From an optimization exercise on the open Yosys and OpenROAD flow, aimed at small area and a short achievable clock period; shortcuts taken in it are not production practice.
Function was checked by simulation only, so behaviour that the tests miss may differ from the original.

### run.sh
#!/bin/bash
# synth_recipe.tcl (not shown) runs the flow's synth.tcl, then flattens the netlist and writes it again
# the make line also repeats each setting of config.mk as NAME=value (left out here)
make -C /OpenROAD-flow-scripts/flow DESIGN_CONFIG=/design/flow/config.mk WORK_HOME=/design/flow/orfs CLKGATE_MAP_FILE= SYNTH_SCRIPT=/design/flow/synth_recipe.tcl finish
### config.mk
export PLATFORM = sky130hd
export DESIGN_NAME = perceptron_bp
export DESIGN_NICKNAME = perceptron_bp
export VERILOG_FILES = /design/flow/design.v
export SDC_FILE = /design/flow/constraint.sdc
export NUM_CORES = 4
export LEC_CHECK = 0
export CAP_MARGIN = 20
export CORE_MARGIN = 2
export CORE_UTILIZATION = 40
export SLEW_MARGIN = 20
### constraint.sdc
create_clock -name core_clock -period 7.0 [get_ports {clk}]
set_input_delay 1.4000 -clock core_clock [delete_from_list [all_inputs] [get_ports {clk}]]
set_output_delay 1.4000 -clock core_clock [all_outputs]
set_load 0.01 [all_outputs]
### design.v
module global_history_register #(
  parameter HISTORY_LENGTH = 32
) (
  input  logic clk,
  input  logic rst,
  input  logic update_en,       
  input  logic branch_taken,      
  output logic [HISTORY_LENGTH-1:0] history  
);
  logic [HISTORY_LENGTH-1:0] history_reg;
  always_ff @(posedge clk or posedge rst) begin
    if (rst) begin
      history_reg <= '0;
    end else if (update_en) begin
      history_reg <= {history_reg[HISTORY_LENGTH-2:0], branch_taken};
    end
  end
  assign history = history_reg;
endmodule
module perceptron_table #(
  parameter NUM_PERCEPTRONS = 128,
  parameter HISTORY_LENGTH  = 32,
  parameter WEIGHT_WIDTH    = 8,
  parameter ADDR_WIDTH      = $clog2(NUM_PERCEPTRONS)
) (
  input  logic clk,
  input  logic rst,
  input  logic [ADDR_WIDTH-1:0] read_addr,
  output logic [(HISTORY_LENGTH+1)*WEIGHT_WIDTH-1:0] weights,  
  input  logic [ADDR_WIDTH-1:0] train_read_addr,
  output logic [(HISTORY_LENGTH+1)*WEIGHT_WIDTH-1:0] train_weights,
  input  logic write_en,
  input  logic [ADDR_WIDTH-1:0] write_addr,
  input  logic [(HISTORY_LENGTH+1)*WEIGHT_WIDTH-1:0] new_weights
);
  localparam ROW_WIDTH = (HISTORY_LENGTH+1)*WEIGHT_WIDTH;
  logic [NUM_PERCEPTRONS-1:0][ROW_WIDTH-1:0] weight_mem;
  always_comb begin
    weights       = '0;
    train_weights = '0;
    for (int e = 0; e < NUM_PERCEPTRONS; e++) begin
      if (read_addr == e)       weights       = weight_mem[e];
      if (train_read_addr == e) train_weights = weight_mem[e];
    end
  end
  always_ff @(posedge clk or posedge rst) begin
    if (rst) begin
      weight_mem <= '0;
    end else begin
      for (int e = 0; e < NUM_PERCEPTRONS; e++) begin
        if (write_en && write_addr == e) weight_mem[e] <= new_weights;
      end
    end
  end
endmodule
module dot_product_unit #(
  parameter HISTORY_LENGTH = 32,
  parameter WEIGHT_WIDTH   = 8
) (
  input  logic clk,
  input  logic rst,
  input  logic enable,
  input  logic [HISTORY_LENGTH-1:0] history,
  input  logic [(HISTORY_LENGTH+1)*WEIGHT_WIDTH-1:0] weights,  
  output logic signed [15:0] dot_product,
  output logic result_valid
);
  logic signed [WEIGHT_WIDTH:0] partial_products [HISTORY_LENGTH-1:0];
  logic signed [WEIGHT_WIDTH-1:0] bias_reg;
  logic enable_stage1;
  always_ff @(posedge clk or posedge rst) begin
    if (rst) begin
      enable_stage1 <= 1'b0;
      bias_reg      <= '0;
      for (int i = 0; i < HISTORY_LENGTH; i++) begin
        partial_products[i] <= '0;
      end
    end else begin
      enable_stage1 <= enable;
      if (enable) begin
        bias_reg <= $signed(weights[HISTORY_LENGTH*WEIGHT_WIDTH +: WEIGHT_WIDTH]);  
        for (int i = 0; i < HISTORY_LENGTH; i++) begin
          partial_products[i] <= history[i] ? $signed(weights[i*WEIGHT_WIDTH +: WEIGHT_WIDTH]) : -$signed(weights[i*WEIGHT_WIDTH +: WEIGHT_WIDTH]);
        end
      end
    end
  end
  logic signed [15:0] sum_stage1, sum_stage2, sum_stage3, sum_stage4;
  logic signed [WEIGHT_WIDTH-1:0] bias_stage2;
  logic enable_stage2;
  always_ff @(posedge clk or posedge rst) begin
    if (rst) begin
      enable_stage2 <= 1'b0;
      bias_stage2   <= '0;
      sum_stage1    <= '0;
      sum_stage2    <= '0;
      sum_stage3    <= '0;
      sum_stage4    <= '0;
    end else begin
      enable_stage2 <= enable_stage1;
      if (enable_stage1) begin
        bias_stage2 <= bias_reg;
        sum_stage1 <= partial_products[0] + partial_products[1] + partial_products[2] + partial_products[3] + partial_products[4] + partial_products[5] + partial_products[6] + partial_products[7];
        sum_stage2 <= partial_products[8] + partial_products[9] + partial_products[10] + partial_products[11] + partial_products[12] + partial_products[13] + partial_products[14] + partial_products[15];
        sum_stage3 <= partial_products[16] + partial_products[17] + partial_products[18] + partial_products[19] + partial_products[20] + partial_products[21] + partial_products[22] + partial_products[23];
        sum_stage4 <= partial_products[24] + partial_products[25] + partial_products[26] + partial_products[27] + partial_products[28] + partial_products[29] + partial_products[30] + partial_products[31];
      end
    end
  end
  always_ff @(posedge clk or posedge rst) begin
    if (rst) begin
      dot_product  <= '0;
      result_valid <= 1'b0;
    end else begin
      result_valid <= enable_stage2;
      if (enable_stage2) begin
        dot_product <= sum_stage1 + sum_stage2 + sum_stage3 + sum_stage4 + bias_stage2;
      end
    end
  end
endmodule
module perceptron_predictor #(
  parameter NUM_PERCEPTRONS    = 128,
  parameter HISTORY_LENGTH     = 32,
  parameter WEIGHT_WIDTH       = 8,
  parameter TRAINING_THRESHOLD = 16
) (
  input  logic clk,
  input  logic rst,
  input  logic [31:0] pc,
  input  logic predict_en,
  output logic prediction,
  output logic prediction_valid,
  output logic signed [15:0] confidence,
  input  logic train_en,
  input  logic [31:0] train_pc,
  input  logic actual_taken,
  input  logic history_update_en,
  input  logic branch_taken,
  output logic [15:0] prediction_count,
  output logic [15:0] misprediction_count
);
  localparam ADDR_WIDTH = $clog2(NUM_PERCEPTRONS);
  localparam ROW_WIDTH  = (HISTORY_LENGTH+1)*WEIGHT_WIDTH;
  logic [HISTORY_LENGTH-1:0]        history;
  logic [ADDR_WIDTH-1:0]            pred_index, train_index;
  logic [ROW_WIDTH-1:0]             weights;
  logic [ROW_WIDTH-1:0]             train_weights;
  logic [ROW_WIDTH-1:0]             new_weights;
  logic signed [15:0]               dot_product;
  logic                             dot_product_valid;
  logic                             weight_write_en;
  logic [15:0] pred_count_reg, mispred_count_reg;
  function [ADDR_WIDTH-1:0] hash_pc(input [31:0] pc_in);
    hash_pc = pc_in[ADDR_WIDTH+1:2] ^ pc_in[ADDR_WIDTH+9:10] ^ pc_in[ADDR_WIDTH+17:18];
  endfunction
  assign pred_index  = hash_pc(pc);
  assign train_index = hash_pc(train_pc);
  global_history_register #(
    .HISTORY_LENGTH(HISTORY_LENGTH)
  ) ghr_inst (
    .clk(clk),
    .rst(rst),
    .update_en(history_update_en),
    .branch_taken(branch_taken),
    .history(history)
  );
  perceptron_table #(
    .NUM_PERCEPTRONS(NUM_PERCEPTRONS),
    .HISTORY_LENGTH(HISTORY_LENGTH),
    .WEIGHT_WIDTH(WEIGHT_WIDTH)
  ) weight_table_inst (
    .clk(clk),
    .rst(rst),
    .read_addr(pred_index),
    .weights(weights),
    .train_read_addr(train_index),
    .train_weights(train_weights),
    .write_en(weight_write_en),
    .write_addr(train_index),
    .new_weights(new_weights)
  );
  dot_product_unit #(
    .HISTORY_LENGTH(HISTORY_LENGTH),
    .WEIGHT_WIDTH(WEIGHT_WIDTH)
  ) dot_product_inst (
    .clk(clk),
    .rst(rst),
    .enable(predict_en),
    .history(history),
    .weights(weights),
    .dot_product(dot_product),
    .result_valid(dot_product_valid)
  );
  assign prediction       = (dot_product >= 0);
  assign prediction_valid = dot_product_valid;
  assign confidence       = dot_product;
  logic mispredicted;
  logic signed [15:0] abs_confidence;
  logic should_train;
  assign abs_confidence = (dot_product >= 0) ? dot_product : -dot_product;
  assign mispredicted   = (prediction != actual_taken);
  assign should_train   = train_en && (mispredicted || (abs_confidence < TRAINING_THRESHOLD));
  assign weight_write_en = should_train;
  logic signed [WEIGHT_WIDTH-1:0] tw [HISTORY_LENGTH:0];
  always_comb begin
    for (int i = 0; i <= HISTORY_LENGTH; i++) begin
      tw[i] = $signed(train_weights[i*WEIGHT_WIDTH +: WEIGHT_WIDTH]);
    end
    new_weights = train_weights;
    if (should_train) begin
      if (actual_taken) begin  
        new_weights[HISTORY_LENGTH*WEIGHT_WIDTH +: WEIGHT_WIDTH] = (tw[HISTORY_LENGTH] == 127) ? 127 : tw[HISTORY_LENGTH] + 1;
      end else begin  
        new_weights[HISTORY_LENGTH*WEIGHT_WIDTH +: WEIGHT_WIDTH] = (tw[HISTORY_LENGTH] == -128) ? -128 : tw[HISTORY_LENGTH] - 1;
      end
      for (int i = 0; i < HISTORY_LENGTH; i++) begin
        if (actual_taken == history[i]) begin  
          new_weights[i*WEIGHT_WIDTH +: WEIGHT_WIDTH] = (tw[i] == 127) ? 127 : tw[i] + 1;
        end else begin  
          new_weights[i*WEIGHT_WIDTH +: WEIGHT_WIDTH] = (tw[i] == -128) ? -128 : tw[i] - 1;
        end
      end
    end
  end
  always_ff @(posedge clk or posedge rst) begin
    if (rst) begin
      pred_count_reg    <= 16'h0;
      mispred_count_reg <= 16'h0;
    end else begin
      if (train_en) begin
        pred_count_reg <= pred_count_reg + 1;
        if (mispredicted) begin
          mispred_count_reg <= mispred_count_reg + 1;
        end
      end
    end
  end
  assign prediction_count    = pred_count_reg;
  assign misprediction_count = mispred_count_reg;
endmodule
module perceptron_bp (
  input  logic        clk,
  input  logic        rst,
  input  logic [31:0] pc,
  input  logic        predict_en,
  output logic        prediction,
  output logic        prediction_valid,
  output logic [15:0] confidence,
  input  logic        train_en,
  input  logic [31:0] train_pc,
  input  logic        actual_taken,
  input  logic        history_update_en,
  input  logic        branch_taken,
  output logic [15:0] prediction_count,
  output logic [15:0] misprediction_count
);
  perceptron_predictor #(
    .NUM_PERCEPTRONS(8),
    .HISTORY_LENGTH(32),
    .WEIGHT_WIDTH(8),
    .TRAINING_THRESHOLD(16)
  ) bp_inst (
    .clk(clk),
    .rst(rst),
    .pc(pc),
    .predict_en(predict_en),
    .prediction(prediction),
    .prediction_valid(prediction_valid),
    .confidence(confidence),
    .train_en(train_en),
    .train_pc(train_pc),
    .actual_taken(actual_taken),
    .history_update_en(history_update_en),
    .branch_taken(branch_taken),
    .prediction_count(prediction_count),
    .misprediction_count(misprediction_count)
  );
endmodule
==> impl_metrics.env <==
export IMPL_hold_depth=1
export IMPL_netlist_instances=17000
export IMPL_syn_area_per_cell_um2=9.01
export IMPL_tightest_slew_ns=1.35
export IMPL_synth_area_leader_cell="dfrtp_1"
export IMPL_async_reset_ff_share_pct=100
export IMPL_synth_edf_count=0
export IMPL_vias=134000
export IMPL_largest_register_ffs=2112
export IMPL_post_cts_resized=0
export IMPL_h_tree_depth=5
export IMPL_yosys_top_cells_count="nand2_1 (3654), dfrtp_1 (2563), o21ai_0 (2123)"
export IMPL_netlist_cell_type_count=121
export IMPL_ys_seq_area_share_pct=41.8
export IMPL_yosysMostFrequentCell="nand2_1"
export IMPL_synth_net_count=17600
export IMPL_r2r_slack_ns=1.78
export IMPL_cap_viol_max_count=0
export IMPL_cp_arrival_ns=6.60
export IMPL_grt_pass1_wl_mm=878
export IMPL_r2r_start="bp_inst.dot_product_inst.partial_products[3][2]"
export IMPL_die_h_um=624
export IMPL_place_hpwl_mm=395
export IMPL_ys_warn_count=6
export IMPL_rows=227
export IMPL_gp_congestion=0.962
export IMPL_post_cts_setup_buffers=0
export IMPL_initial_core_util_pct=40.2
export IMPL_synth_area_leaders="dfrtp_1 (42%), nand2_1 (8.9%), o21ai_0 (6.9%)"
export IMPL_setup_viol=0
export IMPL_hp_class="flop to flop"
export IMPL_die_w_um=624
export IMPL_path_clk_slew_ns=0.06
export IMPL_design_area_um2=173000
export IMPL_firstDrtPassIters=6
export IMPL_criticalPathCategory="input pin to flop"
export IMPL_cp_slowest_cell="nor2_4"
export IMPL_yosys_area_top_type_share_pct=41.8
export IMPL_crit_buf_inv=1
export IMPL_wire_per_inst_um=26.8
export IMPL_period_share_pct=83.2
export IMPL_crit_fanout=19
export IMPL_finalNetCount=17500
export IMPL_pre_cts_ws_ns=0.428
export IMPL_reg2reg_depth=19
export IMPL_max_freq_ghz=0.172
export IMPL_endpoint_kind="flop"
export IMPL_gr_usage_all_layers_pct=30.0
export IMPL_dp_cells=21700
export IMPL_drt_iter0_markers=15300
export IMPL_overflow=0
export IMPL_tns_ns=0
export IMPL_final_max_slew_viol_count=0
export IMPL_rsz0062_at_grt="false"
export IMPL_insertion_delay_ns=0.95
export IMPL_postCtsHoldBufs=0
export IMPL_synth_cell_area_um2=154000
export IMPL_cts_path_max_buffers=4
export IMPL_r2r_end="bp_inst.dot_product_inst.sum_stage1[14]"
export IMPL_wl_mm=595
export IMPL_cpPeakStageDelay_ns=0.95
export IMPL_fin_skew_ns=0.0412
export IMPL_hold_path_startpoint="bp_inst.mispred_count_reg[15]"
export IMPL_avgViaCountPerCell=6.03
export IMPL_clkSinkCount=2563
export IMPL_drc=0
export IMPL_ys_flop_type="dfrtp_1"
export IMPL_yosys_register_bits=2563
export IMPL_io_pins=121
export IMPL_drive_above_1_share_pct=12.2
export IMPL_critPathRequiredTime_ns=7.78
export IMPL_numCtsBuffers=292
export IMPL_cts_tree="built"
export IMPL_first_global_vias=127000
export IMPL_max_slew_margin_pct=10.1
export IMPL_setup_slack_ns=1.17
export IMPL_status="no timing/DRC/antenna violations"
export IMPL_grt_max_degree=185
export IMPL_cts_root_buf="clkbuf_16"
export IMPL_areaGrowthSynthToFinish_pct=12.8
export IMPL_path_cells="clkdlybuf4s50_1 -> xnor3_4 -> nor2_4 -> nand2_1 -> o22ai_1 -> nor2_1 -> nand4_1 -> nand3b_1 -> a31oi_2 -> o21ai_0"
export IMPL_startpoint_type="input pin"
export IMPL_n_fill_cell=36600
export IMPL_final_cells=22200
export IMPL_fp_coreArea_um2=382000
export IMPL_portBuffers=74
export IMPL_die_area_um2=389000
export IMPL_fin_crit_ns=5.83
export IMPL_cp_top_family="simple AND/OR/NAND/NOR gates"
export IMPL_final_hold_viol_count=0
export IMPL_antenna_found_initial=24
export IMPL_placed_area_um2=163000
export IMPL_min_to="bp_inst.mispred_count_reg[15]"
export IMPL_antenna_left=0
## cells in the final DEF (no fill, tap or decap), types with 83 or more instances in the layout
| cell | n |
|---|---|
| mux2_2 | 369 |
| o22ai_1 | 178 |
| xor2_1 | 190 |
| o21ai_1 | 179 |
| mux4_2 | 292 |
| a21oi_1 | 786 |
| o21ai_0 | 2120 |
| buf_4 | 546 |
| nand3_1 | 445 |
| nor3_1 | 182 |
| a221oi_1 | 101 |
| a31oi_1 | 212 |
| ha_1 | 205 |
| mux2i_1 | 512 |
| a32oi_1 | 142 |
| nand2_1 | 3636 |
| o2bb2ai_1 | 104 |
| and3_1 | 107 |
| buf_12 | 172 |
| clkbuf_16 | 301 |
| nor2_1 | 847 |
| fa_1 | 276 |
| xnor2_1 | 254 |
| o211ai_1 | 83 |
| dfrtp_1 | 2562 |
| inv_1 | 716 |
## layer usage
metal,up-vias,wire length (µm),global-route usage [%]
met2,6453,255000,45.0
met3,1509,59600,6.55
met1,66100,244000,40.9
li1,59700,-,-
met5,-,113,0
met4,18,35600,15.0
## worst max-delay path by stage
stage | start | to | slack, ns | cells past startpoint
floorplan | rst | bp_inst.dot_product_inst.bias_reg[0] | -30.04 | 1
detailed placement | train_pc[11] | bp_inst.weight_table_inst.weight_mem[635] | 0.43 | 10
finish | train_pc[11] | bp_inst.weight_table_inst.weight_mem[898] | 1.17 | 10
global route | train_pc[12] | bp_inst.weight_table_inst.weight_mem[1368] | 1.04 | 13
CTS | train_pc[11] | bp_inst.weight_table_inst.weight_mem[635] | 1.40 | 10
global placement | train_pc[11] | bp_inst.weight_table_inst.weight_mem[107] | 0.33 | 10
## metrics by stage
stage	hold slack (ns)	utilization, %
6_report	0.466	45.3
5_1_grt	0.489	45.3
4_1_cts	0.473	45.3
3_5_place_dp	0.462	42.7
3_3_place_gp	0.461	42.7
2_1_floorplan	0.372	-
## cells by family after synthesis
family	after synthesis	share of synthesized area, %
simple gates	5741	15.8
xor+xnor	456	2.71
compound gates	4704	18.8
mux	1177	10.4
fa+ha+maj	481	5.27
flops	2563	41.8
buf+inv	1925	5.23
## area by class of cell
cell class              instances  area (µm²)  area share, %
diodes                         10        25.0         0.0145
multi-input cells           12600       81800           47.2
clock inverters                85        1230          0.713
clock buffers                 425        8680           5.01
repair buffers                792        8280           4.78
flip-flops and latches       2563       64100           37.0
inverters                     718        2700           1.56
well taps                    5038        6300           3.64

-- static timing again, ports no longer ideal --
No port has a modelled driver above. Below, the same layout with a new extraction and two added sets of constraints.
Step 1 sets driving cells, clkbuf_16 on the clock port and buf_2 on the other inputs (assumed; they add their load-dependent delay and slew).
Step 2 moves the port delays by t, midway between the first and last clock arrival at a register: inputs arrive t later, outputs are due t later. That takes back most of the time a late clock gives input paths.
Slacks: no drivers / after step 1 / after step 2; pairs: no drivers / after step 1.
t, ns: 1.054
slack for setup (ns): 1.174 / 1.272 / 0.218
worst setup path after step 2: input to register
pins driven straight from the clock port: 1
After both steps this run still meets setup and hold. The setup slack of this run moves by +0.098 ns with the drivers and by -0.956 ns with both steps.
